From an optimization exercise on the open Yosys and OpenROAD flow, aimed at small area, a short achievable clock period and few clock cycles per item; shortcuts taken in it are not production practice. At most, simulation tests tie the RTL to the original design; equivalence was not proved.

Setup of trial 59:
Design mod_mul64_module, start of the top module:
module mod_mul64_module
#(
    parameter A_WIDTH = 64,
    parameter B_WIDTH = 64,
    parameter N_WIDTH = 64
)
(
    input clk,
    input rst,
    input start,
    input [A_WIDTH-1:0] A,
    input [B_WIDTH-1:0] B,
    input [N_WIDTH-1:0] N,
    output [N_WIDTH-1:0] P,
    output done
);
Size in the first run: roughly 1700 cells after synthesis, roughly 260 I/O pins, roughly 17000 sq um of cells after synthesis.
==> flow/config.mk <==
export PLATFORM = sky130hd
export DESIGN_NAME = mod_mul64_module
export DESIGN_NICKNAME = mod_mul64_module
export VERILOG_FILES = /design/flow/design.v
export SDC_FILE = /design/flow/constraint.sdc
export NUM_CORES = 4
export LEC_CHECK = 0
export CAP_MARGIN = 20
export CORE_MARGIN = 2
export CORE_UTILIZATION = 40
export CTS_BUF_LIST = sky130_fd_sc_hd__clkbuf_4 sky130_fd_sc_hd__clkbuf_8
export SETUP_SLACK_MARGIN = 3.0
export SLEW_MARGIN = 20
export BUFFER_PORTS_ARGS = -buffer_cell sky130_fd_sc_hd__buf_1
export CTS_ARGS = -sink_clustering_enable -repair_clock_nets -dont_use_dummy_load -sink_clustering_size 14 -sink_clustering_max_diameter 70 -buf_list {sky130_fd_sc_hd__clkbuf_4 sky130_fd_sc_hd__clkbuf_8}
==> flow/constraint.sdc <==
create_clock -name core_clock -period 6.0 [get_ports {clk}]
set_input_delay 1.2000 -clock core_clock [delete_from_list [all_inputs] [get_ports {clk}]]
set_output_delay 1.2000 -clock core_clock [all_outputs]
set_load 0.01 [all_outputs]
standard.sh (not shown) runs the stock make flow with config.mk's settings and CLKGATE_MAP_FILE= SYNTH_SCRIPT=/design/flow/synth_recipe.tcl, a recipe that flattens the netlist after the stock synthesis.
==> flow/flow/run.sh <==
#!/bin/bash
# The standard layout (the standard.sh) with two changes:
#  - plain buf_1 cells as the port buffers instead of clkdlybuf4s50_1;
#  - clock tree synthesis without dummy loads (same arguments as the
#    standard flow otherwise).
# The make output goes to standard.log; ORFS keeps each step's log under
# orfs/logs.
set -e
cat >> config.mk <<'CFG'
export BUFFER_PORTS_ARGS = -buffer_cell sky130_fd_sc_hd__buf_1
export CTS_ARGS = -sink_clustering_enable -repair_clock_nets -dont_use_dummy_load -sink_clustering_size 14 -sink_clustering_max_diameter 70 -buf_list {sky130_fd_sc_hd__clkbuf_4 sky130_fd_sc_hd__clkbuf_8}
CFG
bash standard.sh > standard.log 2>&1
Modified inputs, build 9 compared to trial 59
--- a/flow/design.v
+++ b/flow/design.v
@@ -86,40 +86,26 @@
     wire nq_a1 = gem1 & !ge0;
     wire nq_a2 = !gem1;
     wire u4_first = (state == NORM);
     wire [7:0] u4_n = u4_first ? {2'b11, ~n_next[63:58]} :
                       ({8{nq_a1}} & {3'b000, n_reg[63:59]})
                     | ({8{nq_a2}} & {2'b00, n_reg[63:58]})
                     | ({8{nq_s1}} & {3'b111, ~n_reg[63:59]})
                     | ({8{nq_s2}} & {2'b11, ~n_reg[63:58]});
-    reg [8:0] cz_grp;
-    always @(posedge clk) begin
-        cz_grp[0] <= ~|c2[7:0];
-        cz_grp[1] <= ~|c2[15:8];
-        cz_grp[2] <= ~|c2[23:16];
-        cz_grp[3] <= ~|c2[31:24];
-        cz_grp[4] <= ~|c2[39:32];
-        cz_grp[5] <= ~|c2[47:40];
-        cz_grp[6] <= ~|c2[55:48];
-        cz_grp[7] <= ~|c2[63:56];
-        cz_grp[8] <= ~|c2[W-1:64];
-    end
-    wire c_zero = &cz_grp;
+    reg c_zero;      
+    always @(posedge clk)
+        c_zero <= ~|c2;
     wire fin = (state == CONV) && !cadd && c_zero;
     wire done_now = fin && !S[W-1] && (sc == 6'd0);
     wire [6:0] cnt_3 = cnt + 7'd3;
     wire b_n3 = !cnt_3[6] & B[~cnt_3[5:0]];
     wire last = (cnt == {1'b0, sc} + 7'd63);
-    wire n_ld = (state == IDLE);
-    wire n_sh = (state == NORM) && !n_reg[63];
-    wire n_hd = !n_ld && !n_sh;
-    wire [63:0] n_next = ({64{n_ld}} & N)
-                       | ({64{n_sh}} & {n_reg[62:0], 1'b0})
-                       | ({64{n_hd}} & n_reg);
+    wire [63:0] n_next = (state == IDLE) ? N :
+                         (state == NORM && !n_reg[63]) ? {n_reg[62:0], 1'b0} : n_reg;
     always @(posedge clk) begin
         u4 <= u4_n;
         n_reg <= n_next;
         a5 <= A[63:59];
         a15 <= a15_n[6:1];
     end
     wire [6:0] a15_n = {2'b00, A[63:59]} + {1'b0, A[63:59], 1'b0};
     wire u3_h = b_nxt;
[summary]
Delta (build 9 minus trial 59): fmax lower; core occupancy in the finished layout fell 1.8 points; total setup buffers inserted after CTS saw an increase.
Of the two values seen for termination of the worst setup path, u4[2] was produced by trial 59 and c_zero by build 9.
Starting density of the core: trial 59 vs build 9 — no meaningful difference
Looking at maximum number of pins on one net before global-route repair across trial 59 and build 9, the one that comes out higher is build 9.
Build 9 vs. trial 59: maximum number of buffers from clock root to sink has remained practically unchanged; routed wire length has decreased; smallest setup slack after layout has decreased.
Re sequential share of layout area: trial 59 was lower than build 9.
Testbench counts of build 9, summed over its fixed seeds: cycles 14,291, ops 192.
Only the layout flow was run in trial 59; the RTL was not checked for function there.

---

P:
The RTL this note starts from:
==> flow/design.v <==
`timescale 1ns / 1ps
module mod_mul64_module
#(
    parameter A_WIDTH = 64,
    parameter B_WIDTH = 64,
    parameter N_WIDTH = 64
)
(
    input clk,
    input rst,
    input start,
    input [A_WIDTH-1:0] A,
    input [B_WIDTH-1:0] B,
    input [N_WIDTH-1:0] N,
    output [N_WIDTH-1:0] P,
    output done
);
    localparam W = 66;
    localparam IDLE = 3'd0;
    localparam NORM = 3'd1;
    localparam LOOP = 3'd2;
    localparam CONV = 3'd3;
    localparam SHR  = 3'd4;
    reg [2:0] state;
    reg done_reg;
    reg [5:0] sc;
    reg [6:0] cnt;
    reg b_cur;       
    reg b_nxt;       
    reg b_nn;        
    reg md2;         
    reg md1;         
    reg mdh;         
    reg cadd;        
    reg t2, t1, t0, tm1;
    reg ca1;         
    reg ca2;         
    reg [63:0] n_reg;
    reg [7:0] v2;    
    reg [7:0] v1;    
    reg [7:0] v0;    
    reg [7:0] vm1;   
    reg [4:0] a5;    
    reg [5:0] a15;   
    reg [W-1:0] S, C;
    wire ml = md2;
    wire hold = md1;
    wire [W-1:0] s_in = ({W{md2}} & {S[W-2:0], 1'b0})
                      | ({W{hold}} & S)
                      | ({W{mdh}} & {1'b0, S[W-1:1]});
    wire [W-1:0] c_in = ({W{md2}} & {C[W-2:0], 1'b0})
                      | ({W{hold | mdh}} & C);
    wire [W-1:0] n1 = {2'b00, n_reg};
    wire [W-1:0] n2 = {1'b0, n_reg, 1'b0};
    wire q_a1 = tm1 & !t0;      
    wire q_a2 = !tm1;           
    wire q_s1 = t1 & !t2;       
    wire q_s2 = t2;             
    wire neg = t1;              
    wire sel1 = q_a1 | q_s1 | ca1;
    wire sel2 = q_a2 | q_s2 | ca2;
    wire [W-1:0] y = (({W{sel1}} & n1) | ({W{sel2}} & n2)) ^ {W{neg}};
    wire [W-1:0] s1 = s_in ^ c_in ^ y;
    wire [W-1:0] maj1 = (s_in & c_in) | (s_in & y) | (c_in & y);
    wire [W-1:0] c1 = {maj1[W-2:0], neg};
    wire xb = ml & b_cur;
    wire [W-1:0] x = {2'b00, {64{xb}} & A};
    wire [W-1:0] s2 = s1 ^ c1 ^ x;
    wire [W-1:0] maj2 = (s1 & c1) | (s1 & x) | (c1 & x);
    wire [W-1:0] c2 = {maj2[W-2:0], 1'b0};
    always @(posedge clk) begin
        S <= s2;
        C <= c2;
    end
    wire [7:0] u1 = S[65:58];
    wire [7:0] u2 = C[65:58];
    wire [7:0] u4 = ({8{q_a1}} & {3'b000, n_reg[63:59]})
                  | ({8{q_a2}} & {2'b00, n_reg[63:58]})
                  | ({8{q_s1}} & {3'b111, ~n_reg[63:59]})
                  | ({8{q_s2}} & {2'b11, ~n_reg[63:58]});
    wire lt2, lt1, lt0, ltm1;
    sign4 u_s2  (.a(u1), .b(u2), .c(v2),  .d(u4), .s(lt2));
    sign4 u_s1  (.a(u1), .b(u2), .c(v1),  .d(u4), .s(lt1));
    sign4 u_s0  (.a(u1), .b(u2), .c(v0),  .d(u4), .s(lt0));
    sign4 u_sm1 (.a(u1), .b(u2), .c(vm1), .d(u4), .s(ltm1));
    wire ge2 = !lt2;
    wire ge1 = !lt1;
    wire ge0 = !lt0;
    wire gem1 = !ltm1;
    reg c_zero;      
    always @(posedge clk)
        c_zero <= ~|c2;
    wire fin = (state == CONV) && !cadd && c_zero;
    wire done_now = fin && !S[W-1] && (sc == 6'd0);
    wire [6:0] cnt_3 = cnt + 7'd3;
    wire b_n3 = !cnt_3[6] & B[~cnt_3[5:0]];
    wire last = (cnt == {1'b0, sc} + 7'd63);
    wire [63:0] n_next = (state == IDLE) ? N :
                         (state == NORM && !n_reg[63]) ? {n_reg[62:0], 1'b0} : n_reg;
    always @(posedge clk) begin
        n_reg <= n_next;
        a5 <= A[63:59];
        a15 <= a15_n[6:1];
    end
    wire [6:0] a15_n = {2'b00, A[63:59]} + {1'b0, A[63:59], 1'b0};
    wire u3_h = b_nxt;
    wire u3_l = b_nn;
    wire [7:0] u3_n = (u3_h & u3_l) ? {2'b00, a15} :
                      u3_h ? {3'b000, a5} :
                      u3_l ? {4'b0000, a5[4:1]} : 8'd0;
    wire [7:0] fx_n = {5'b00001, n_next[62:60]};
    always @(posedge clk) begin
        v2 <= u3_n;
        v1 <= u3_n + 8'd4;
        v0 <= u3_n + fx_n + 8'd5;
        vm1 <= u3_n + {fx_n[6:0], 1'b0} + 8'd6;
    end
    always @(posedge clk, posedge rst) begin
        if (rst) begin
            state <= IDLE;
            done_reg <= 1'b0;
            sc <= 6'd0;
            cnt <= 7'd0;
            b_cur <= 1'b0;
            b_nxt <= 1'b0;
            b_nn <= 1'b0;
            md2 <= 1'b0;
            md1 <= 1'b1;
            mdh <= 1'b0;
            cadd <= 1'b0;
            t2 <= 1'b0;
            t1 <= 1'b0;
            t0 <= 1'b1;
            tm1 <= 1'b1;
            ca1 <= 1'b0;
            ca2 <= 1'b0;
        end
        else begin
            cadd <= 1'b0;
            md2 <= 1'b0;
            md1 <= 1'b0;
            mdh <= 1'b0;
            t2 <= 1'b0;
            t1 <= 1'b0;
            t0 <= 1'b1;
            tm1 <= 1'b1;
            ca1 <= 1'b0;
            ca2 <= 1'b0;
            case (state)
                IDLE: begin
                    b_nxt <= B[63];
                    b_nn <= B[62];
                    cnt <= 7'd0;
                    sc <= 6'd0;
                    if (start) begin
                        done_reg <= 1'b0;
                        state <= NORM;
                    end
                    else
                        md1 <= 1'b1;
                end
                NORM: begin
                    if (!n_reg[63])
                        sc <= sc + 6'd1;
                    if (n_reg[63] || n_reg[62]) begin
                        b_cur <= b_nxt;
                        b_nxt <= b_nn;
                        b_nn <= B[61];
                        state <= LOOP;
                        md2 <= 1'b1;
                        t2 <= 1'b1;
                        t1 <= 1'b1;
                    end
                end
                LOOP: begin
                    cnt <= cnt + 7'd1;
                    b_cur <= b_nxt;
                    b_nxt <= b_nn;
                    b_nn <= b_n3;
                    if (last) begin
                        state <= CONV;
                        md1 <= 1'b1;
                        cadd <= 1'b1;
                        ca1 <= gem1;
                        ca2 <= !gem1;
                    end
                    else begin
                        md2 <= 1'b1;
                        t2 <= ge2;
                        t1 <= ge1;
                        t0 <= ge0;
                        tm1 <= gem1;
                    end
                end
                CONV: begin
                    md1 <= 1'b1;
                    if (fin) begin
                        if (S[W-1]) begin
                            ca1 <= 1'b1;
                            cadd <= 1'b1;
                        end
                        else if (sc != 6'd0) begin
                            state <= SHR;
                            md1 <= 1'b0;
                            mdh <= 1'b1;
                        end
                        else begin
                            state <= IDLE;
                            done_reg <= 1'b1;
                        end
                    end
                end
                SHR: begin
                    sc <= sc - 6'd1;
                    if (sc == 6'd1) begin
                        state <= IDLE;
                        done_reg <= 1'b1;
                        md1 <= 1'b1;
                    end
                    else
                        mdh <= 1'b1;
                end
                default: state <= IDLE;
            endcase
        end
    end
    assign P = S[63:0];
    assign done = done_reg | done_now;
endmodule
module sign4 (
    input [7:0] a,
    input [7:0] b,
    input [7:0] c,
    input [7:0] d,
    output s
);
    wire [7:0] s1 = a ^ b ^ c;
    wire [7:0] c1 = {(a[6:0] & b[6:0]) | (a[6:0] & c[6:0]) | (b[6:0] & c[6:0]), 1'b0};
    wire [7:0] x = s1 ^ c1 ^ d;
    wire [7:0] y = {(s1[6:0] & c1[6:0]) | (s1[6:0] & d[6:0]) | (c1[6:0] & d[6:0]), 1'b0};
    wire [6:0] g0 = x[6:0] & y[6:0];
    wire [6:0] p0 = x[6:0] ^ y[6:0];
    wire [6:0] g1, p1, g2, p2, g3;
    genvar i;
    generate
        for (i = 0; i < 7; i = i + 1) begin : pf
            if (i < 1) begin : a1
                assign g1[i] = g0[i];
                assign p1[i] = p0[i];
            end else begin : b1
                assign g1[i] = g0[i] | (p0[i] & g0[i-1]);
                assign p1[i] = p0[i] & p0[i-1];
            end
            if (i < 2) begin : a2
                assign g2[i] = g1[i];
                assign p2[i] = p1[i];
            end else begin : b2
                assign g2[i] = g1[i] | (p1[i] & g1[i-2]);
                assign p2[i] = p1[i] & p1[i-2];
            end
            if (i < 4) begin : a3
                assign g3[i] = g2[i];
            end else begin : b3
                assign g3[i] = g2[i] | (p2[i] & g2[i-4]);
            end
        end
    endgenerate
    assign s = x[7] ^ y[7] ^ g3[6];
endmodule
==> flow/config.mk <==
export PLATFORM = sky130hd
export DESIGN_NAME = mod_mul64_module
export DESIGN_NICKNAME = mod_mul64_module
export VERILOG_FILES = /design/flow/design.v
export SDC_FILE = /design/flow/constraint.sdc
export NUM_CORES = 4
export LEC_CHECK = 0
export CAP_MARGIN = 20
export CORE_MARGIN = 2
export CORE_UTILIZATION = 40
export CTS_BUF_LIST = sky130_fd_sc_hd__clkbuf_4 sky130_fd_sc_hd__clkbuf_8
export SETUP_SLACK_MARGIN = 3.0
export SLEW_MARGIN = 20
export BUFFER_PORTS_ARGS = -buffer_cell sky130_fd_sc_hd__buf_1
==> flow/constraint.sdc <==
create_clock -name core_clock -period 6.0 [get_ports {clk}]
set_input_delay 1.2000 -clock core_clock [delete_from_list [all_inputs] [get_ports {clk}]]
set_output_delay 1.2000 -clock core_clock [all_outputs]
set_load 0.01 [all_outputs]
==> flow/flow/run.sh <==
#!/bin/bash
# The standard layout (the standard.sh), with plain buf_1 cells as the
# port buffers instead of the default clkdlybuf4s50_1. The make output goes
# to standard.log; ORFS keeps each step's log under orfs/logs.
set -e
echo 'export BUFFER_PORTS_ARGS = -buffer_cell sky130_fd_sc_hd__buf_1' >> config.mk
bash standard.sh > standard.log 2>&1
Inputs modified between P and S:
-- flow/design.v --
<<< P, line 88
    wire ge0 = !lt0;
    wire gem1 = !ltm1;
    reg c_zero;      
    always @(posedge clk)
        c_zero <= ~|c2;
    wire fin = (state == CONV) && !cadd && c_zero;
    wire done_now = fin && !S[W-1] && (sc == 6'd0);
>>> S, line 88
    wire ge0 = !lt0;
    wire gem1 = !ltm1;
    reg [8:0] cz_grp;
    always @(posedge clk) begin
        cz_grp[0] <= ~|c2[7:0];
        cz_grp[1] <= ~|c2[15:8];
        cz_grp[2] <= ~|c2[23:16];
        cz_grp[3] <= ~|c2[31:24];
        cz_grp[4] <= ~|c2[39:32];
        cz_grp[5] <= ~|c2[47:40];
        cz_grp[6] <= ~|c2[55:48];
        cz_grp[7] <= ~|c2[63:56];
        cz_grp[8] <= ~|c2[W-1:64];
    end
    wire c_zero = &cz_grp;
    wire fin = (state == CONV) && !cadd && c_zero;
    wire done_now = fin && !S[W-1] && (sc == 6'd0);
- S: done, clean on timing, DRC and antenna
- On width of the die, the lower figure sits with P, not S.
- The ratio of cells with drive above 1 in the final layout of S and that of P are within noise of each other.
- Taking P as the reference point, the die outline height of S rises by about 1.1%.
- Compared with P, the router placed more vias in S.
- Per the comparison of S with P, simple-gate share of the synthesized area picked up an extra 0.46 points, placed instance count went up by 1.9%, multi-input gate count now larger.
- Comparing P and S, routed length on met1 is lower on P.
- Run comparison: P destination of the critical timing path c_zero; S destination of the critical timing path cz_grp[3]
- Compared with P, S shows cell depth of the worst setup path lower by 3.
- Xor and xnor area share after synthesis: S vs P down 0.33 points
- S against P: number of filler instances in the final layout shows an increase of 52, area overhead of the layout relative to synthesis shows an increase of 1.9 points.
No functional check of the RTL was part of any run of this note.

port drivers added, routing unchanged:
How much do the figures lean on ideal ports? The routed layouts below were timed once more, with nothing changed but the port constraints.
Step 1: set_driving_cell puts a clkbuf_16 on clk and a buf_2 on each other input, an assumption about the parent block.
Step 2 adds t to the input delays and takes it off the output delays; t is the mean of the earliest and latest rising clock arrival at the registers after step 1. Input paths then give back, and output paths get back, about the clock's delay inside the block.
Three values: ideal, step 1, step 2; two values: the first two.
| run | t, ns | setup slack, ns | latest minus earliest clock arrival (ns) | worst register clock-pin slew, ns | pins driven straight from the clock port |
|---|---|---|---|---|---|
| trial 59 | 0.621 | 2.645 / 2.645 / 2.645 | 0.031 / 0.031 | 0.10 / 0.10 | 1 |
| build 9 | 0.630 | 2.536 / 2.536 / 2.536 | 0.097 / 0.096 | 0.10 / 0.10 | 1 |
| P | 0.672 | 2.298 / 2.298 / 2.298 | 0.015 / 0.014 | 0.06 / 0.06 | 1 |
| S | 0.657 | 2.576 / 2.576 / 2.576 | 0.025 / 0.025 | 0.07 / 0.07 | 1 |
After both steps every run listed still meets setup and hold.
